Source: an optimization exercise on an open RTL-to-GDS flow (aim: small area, a short achievable clock period and few clock cycles per item). Production flows keep margins and buffers that such runs may drop.
Function was checked by simulation only, so behaviour that the tests miss may differ from the original.

## Rsa256Core
module Rsa256Core (
	input          i_clk,
	input          i_rst,
	input          i_start,
	input  [255:0] i_a,
	input  [255:0] i_d,
	input  [255:0] i_n,
	output [255:0] o_a_pow_d,
	output         o_finished
);
Size: ~25000 cells after synthesis, about 290000 um^2 of cells after synthesis.
==> flow/config.mk <==
export PLATFORM = sky130hd
export DESIGN_NAME = Rsa256Core
export DESIGN_NICKNAME = Rsa256Core
export VERILOG_FILES = /design/flow/design.v
export SDC_FILE = /design/flow/constraint.sdc
export NUM_CORES = 8
export LEC_CHECK = 0
export ABC_CLOCK_PERIOD_IN_PS = 4500
export CAP_MARGIN = 35
export CORE_MARGIN = 2
export CORE_UTILIZATION = 55
export CTS_CLUSTER_DIAMETER = 100
export CTS_CLUSTER_SIZE = 20
export SETUP_SLACK_MARGIN = 5
export SLEW_MARGIN = 35
export SYNTH_HIERARCHICAL = 1
export SYNTH_MINIMUM_KEEP_SIZE = 0
==> flow/constraint.sdc <==
create_clock -name core_clock -period 14.0 [get_ports {i_clk}]
set_input_delay 2.8000 -clock core_clock [delete_from_list [all_inputs] [get_ports {i_clk}]]
set_output_delay 2.8000 -clock core_clock [all_outputs]
set_load 0.01 [all_outputs]
standard.sh (not shown) runs the stock make flow with config.mk's settings and CLKGATE_MAP_FILE= SYNTH_SCRIPT=/design/flow/synth_recipe.tcl, a recipe that flattens the netlist after the stock synthesis.
==> flow/flow/run.sh <==
#!/bin/bash
# Standard ORFS layout (the standard.sh) with a larger setup slack margin
# for timing repair and single buf_1 port buffers; constraints and clock
# period are unchanged.
set -euo pipefail
MARGIN=8.5
sed -e "s/SETUP_SLACK_MARGIN=[0-9.]*/SETUP_SLACK_MARGIN=${MARGIN} 'BUFFER_PORTS_ARGS=-buffer_cell sky130_fd_sc_hd__buf_1'/" standard.sh > standard_margin.sh
bash standard_margin.sh > orfs_make.log 2>&1
Testbench counts at the start, summed over its fixed seeds: cycles 211,305, items 24.
Then changed:
--- a/flow/design.v
+++ b/flow/design.v
@@ -108,19 +108,22 @@
 	end
 	wire         conv_d = (state_n == ST_NPC) || (state_n == ST_CONV);
 	wire         dbl_d  = (state_n == ST_DBL) || (state_n == ST_FDBL);
 	wire         corr_d = (state_n == ST_CORR) || (state_n == ST_FCORR) || (state_n == ST_COPY);
 	wire         base_we = (state == ST_IDLE) || (state == ST_DBL) || (state == ST_CORR) || (state == ST_ONE) ||
 	                       (state == ST_FDBL) || (state == ST_FCORR) || (state == ST_CONV && op == OP_FIN);
 	wire         neg_d  = (state != ST_IDLE) && sum[268];
+	wire         negn   = base_we ? neg_d : neg;           
+	wire         selm_d = dbl_d || (corr_d && negn);
+	wire         inv_d  = dbl_d && !negn;
 	wire [271:0] hsc_x = {2'b0, hsc}, hcc_x = {2'b0, hcc};
 	wire [271:0] bsh_x = {2'b0, base, 1'b0}, bse_x = {{3{base[268]}}, base}, mv_x = {2'b0, mval};
 	wire [271:0] ax_x, ay_x;
 	for (genvar gs = 0; gs < 4; gs++) begin : g_ops
-		OPS u_o (.clk(i_clk), .conv_d(conv_d), .dbl_d(dbl_d), .corr_d(corr_d), .neg_we(base_we), .neg_d(neg_d),
+		OPS u_o (.clk(i_clk), .conv_d(conv_d), .dbl_d(dbl_d), .corr_d(corr_d), .selm_d(selm_d), .inv_d(inv_d),
 			.hsc(hsc_x[68*gs +: 68]), .hcc(hcc_x[68*gs +: 68]), .bsh(bsh_x[68*gs +: 68]), .bse(bse_x[68*gs +: 68]),
 			.mv(mv_x[68*gs +: 68]), .ax(ax_x[68*gs +: 68]), .ay(ay_x[68*gs +: 68]));
 	end
 	assign ax = ax_x[269:0];
 	assign ay = ay_x[269:0];
 	CPA u_cpa (.x(ax), .y(ay), .cin(acin), .s(sum));
 	wire [275:0] br_x   = {7'b0, br};
@@ -6730,26 +6733,27 @@
   logic [11:0] a_c;
   always_ff @(posedge clk) if (awe) a_c <= ad;
   genvar t;
   for (t = 0; t < 12; t++) begin : g_t
     assign p[65*t +: 65] = ~({65{a_c[t]}} & v);
   end
 endmodule
-module OPS(input clk, input conv_d, input dbl_d, input corr_d, input neg_we, input neg_d,
+module OPS(input clk, input conv_d, input dbl_d, input corr_d, input selm_d, input inv_d,
   input [67:0] hsc, input [67:0] hcc, input [67:0] bsh, input [67:0] bse, input [67:0] mv,
   output [67:0] ax, output [67:0] ay);
-  logic conv_c, dbl_c, corr_c, neg_c;
+  logic conv_c, dbl_c, corr_c, selm_c, inv_c;
   always_ff @(posedge clk) begin
     conv_c <= conv_d;
     dbl_c  <= dbl_d;
     corr_c <= corr_d;
-    if (neg_we) neg_c <= neg_d;
+    selm_c <= selm_d;
+    inv_c  <= inv_d;
   end
   assign ax = ({68{conv_c}} & hsc) | ({68{dbl_c}} & bsh) | ({68{corr_c}} & bse);
-  assign ay = ({68{conv_c}} & hcc) | ({68{dbl_c}} & (mv ^ {68{~neg_c}})) | ({68{corr_c & neg_c}} & mv);
+  assign ay = ({68{conv_c}} & hcc) | ({68{selm_c}} & (mv ^ {68{inv_c}}));
 endmodule
 module CPA(input [269:0] x, input [269:0] y, input cin, output [269:0] s);
   wire [269:0] g, p, c;
   wire g0x = g[0] | (p[0] & cin);
   HA b0(x[0], y[0], p[0], g[0]);
   HA b1(x[1], y[1], p[1], g[1]);
   HA b2(x[2], y[2], p[2], g[2]);
The new run ran to the end with no violations; clock skew drops by 12 ps; routed wire length decreases by 2.7%; register-to-register slack degrades by 40 ps; area after synthesis is lower by 0.51%; clock-buffer cell count is lower by 13; worst hold slack gets better by 37 ps.
Testbench counts after the change, summed over its fixed seeds: cycles 211,305, items 24.

* * *

== lane 4 ==
Another version of the RTL of Rsa256Core (not shown whole).
Size: about 1000 I/O pins.
## Rsa256Core
module Rsa256Core (
	input          i_clk,
	input          i_rst,
	input          i_start,
	input  [255:0] i_a,
	input  [255:0] i_d,
	input  [255:0] i_n,
	output [255:0] o_a_pow_d,
	output         o_finished
);
	localparam [3:0] ST_IDLE  = 4'd0,
	                 ST_PRE   = 4'd1,
	                 ST_MU    = 4'd2,
	                 ST_NPC   = 4'd3,
	                 ST_DBL   = 4'd4,
	                 ST_CORR  = 4'd5,
	                 ST_ITER  = 4'd6,
	                 ST_CONV  = 4'd7,
	                 ST_ONE   = 4'd8,
	                 ST_FDBL  = 4'd9,
	                 ST_FCORR = 4'd10,
	                 ST_DONE  = 4'd11,
	                 ST_SHIFT = 4'd12,
	                 ST_COPY  = 4'd13;
	localparam [1:0] OP_SQR = 2'd0, OP_MUL = 2'd1, OP_FIN = 2'd2;
	logic [3:0]   state;
	logic [1:0]   op;
	logic         pre;        
	logic         msel;       
	logic [1:0]   wsq;        
	logic         wmul;       
	logic         wsel;       
	logic         fin_r;
	logic [255:0] nreg;       
	logic [255:0] dreg;       
	logic [8:0]   cnt;        
	logic [8:0]   dcnt;       
	logic [5:0]   it;         
	logic [264:0] br;         
	logic [264:0] base;       
	logic [264:0] tab3;       
	logic [255:0] np_r;       
	logic [265:0] sn, cn;     
	logic [9:0]   p_r;        
	logic [7:0]   q_r;        
	logic [7:0]   a_r;        
	logic [3:0]   state_n;
	logic [7:0]   a_nx;       
	logic         a_we;
	logic [265:0] sum;        
	assign o_finished = fin_r;
	assign o_a_pow_d  = base[263:8];
  ...
Settings: LEC_CHECK=0, ABC_CLOCK_PERIOD_IN_PS=4500, CAP_MARGIN=35, CORE_MARGIN=2, CORE_UTILIZATION=55, CTS_CLUSTER_DIAMETER=100, CTS_CLUSTER_SIZE=20, SETUP_SLACK_MARGIN=5, SLEW_MARGIN=35, SYNTH_HIERARCHICAL=1, SYNTH_MINIMUM_KEEP_SIZE=0; clock period 14.0 ns.
==> flow/flow/run.sh <==
#!/bin/bash
# Standard ORFS layout (the standard.sh) with a larger setup slack margin
# for timing repair and single buf_1 port buffers; constraints and clock
# period are unchanged.
set -euo pipefail
MARGIN=9.0
sed -e "s/SETUP_SLACK_MARGIN=[0-9.]*/SETUP_SLACK_MARGIN=${MARGIN} 'BUFFER_PORTS_ARGS=-buffer_cell sky130_fd_sc_hd__buf_1'/" standard.sh > standard_margin.sh
bash standard_margin.sh > orfs_make.log 2>&1
Testbench counts of lane 4, summed over its fixed seeds: cycles 300,804, items 24.
The inputs of lane 3 differ from those of lane 4 as listed below.
--- a/flow/design.v
+++ b/flow/design.v
@@ -179,21 +179,20 @@
 			7'd124: neg_inv8 = 8'd183;
 			7'd125: neg_inv8 = 8'd205;
 			7'd126: neg_inv8 = 8'd171;
 			7'd127: neg_inv8 = 8'd1;
 			default: neg_inv8 = 8'd0;
 		endcase
 	endfunction
 	logic [265:0] so, co;
 	logic [17:0]  tsum;
-	logic         first;
-	wire [265:0]  sng = sn | {266{first}};
-	wire [265:0]  cng = cn | {266{first}};
+	wire [265:0]  sng = sn;
+	wire [265:0]  cng = cn;
 	wire          first_n = (state_n == ST_MU) || (state_n == ST_ITER && state != ST_ITER);
 	wire [7:0]    qd_g    = tsum[7:0] & {8{~first_n}};
 	wire [255:0]  npg = np_r;
 	wire [9:0]    pg  = p_r;
 	wire [7:0][247:0] qpv;
 	wire [7:0][256:0] apv;
 	wire [259:0]      brx = {3'b0, br[264:8]};
 	for (genvar gs = 0; gs < 4; gs++) begin : g_pp
 		wire [495:0] qo;
@@ -299,21 +298,19 @@
 	always_ff @(posedge i_clk or posedge i_rst) begin
 		if (i_rst) begin
 			state     <= ST_IDLE;
 			fin_r     <= 1'b0;
 			mode_conv <= 1'b0;
 			mode_dbl  <= 1'b0;
 			mode_corr <= 1'b0;
 			mode_npc  <= 1'b0;
 			mode_one  <= 1'b0;
-			first     <= 1'b0;
 		end else begin
-			first     <= first_n;
 			state     <= state_n;
 			fin_r     <= (state_n == ST_DONE);
 			mode_conv <= (state_n == ST_NPC) || (state_n == ST_CONV);
 			mode_dbl  <= (state_n == ST_DBL) || (state_n == ST_FDBL);
 			mode_corr <= (state_n == ST_CORR) || (state_n == ST_FCORR) || (state_n == ST_COPY);
 			mode_npc  <= (state_n == ST_NPC);
 			mode_one  <= (state_n == ST_ONE);
 		end
 	end
@@ -340,20 +337,20 @@
 					else if (state == ST_CONV && op == OP_SQR && wmul)   a_nx = wsel ? tab3[7:0] : base[7:0];
 					else if (dc_fin)                                     a_nx = 8'd1;
 					else a_nx = (state == ST_SHIFT) ? br[7:0] : sum[7:0];
 				end
 			end
 			default: ;
 		endcase
 	end
 	always_ff @(posedge i_clk) begin
-		sn  <= so;
-		cn  <= co;
+		sn  <= so | {266{first_n}};
+		cn  <= co | {266{first_n}};
 		p_r <= tsum[17:8] & {10{~first_n}};
 		q_r <= qd_g;
 		if (a_we) a_r <= a_nx;
 		case (state)
 			ST_IDLE: begin
 				nreg <= i_n;
 				br   <= {9'b0, i_n};
 				base <= {1'b0, i_a, 8'b0};
 				dreg <= i_d;
==> summary.txt <==
Maximum cell stage delay along the critical path ended up 0.21 ns higher on lane 3 than on lane 4. Lane 3 does worse than lane 4 on worst max-slew margin expressed relative to the limit. Compared lane 4 against lane 3; area of all placed cells without fillers within noise. Taking lane 4 as the reference, in lane 3 clock insertion delay at the later pin of the skew report lower; total area of multi-input combinational cells lower. Going from lane 4 to lane 3, maximum frequency higher, synthesis-to-layout area growth roughly the same, register-to-register slack higher. Sequential share of layout area essentially unchanged between lane 4 and lane 3. On layout net count, lane 3 and lane 4 are neck and neck.
Testbench counts of lane 3, summed over its fixed seeds: cycles 300,804, items 24.

## port drivers added, routing unchanged
How much do the figures lean on ideal ports? The routed layouts below were timed once more, with nothing changed but the port constraints.
Step 1: set_driving_cell puts a clkbuf_16 on i_clk and a buf_2 on each other input, an assumption about the parent block.
Step 2 adds t to the input delays and takes it off the output delays; t is the mean of the earliest and latest rising clock arrival at the registers after step 1. Input paths then give back, and output paths get back, about the clock's delay inside the block.
a / b / c = no drivers / after step 1 / after step 2; a / b = the first two.
run | shift t [ns] | setup WS [ns] | hold slack, ns
the first run of note 1 | 1.163 | 8.289 / 8.270 / 7.608 | 0.512 / 0.512 / 0.512
the second run of note 1 | 1.151 | 8.251 / 8.251 / 7.406 | 0.548 / 0.548 / 0.548
lane 4 | 1.128 | 8.724 / 8.724 / 8.448 | 0.545 / 0.545 / 0.545
lane 3 | 1.119 | 8.857 / 8.738 / 8.810 | 0.542 / 0.542 / 0.542
After both steps every run listed still meets setup and hold. For the second run of note 1, which loses most, drivers alone change the setup slack by 0.000 ns; drivers and shift together by -0.845 ns.
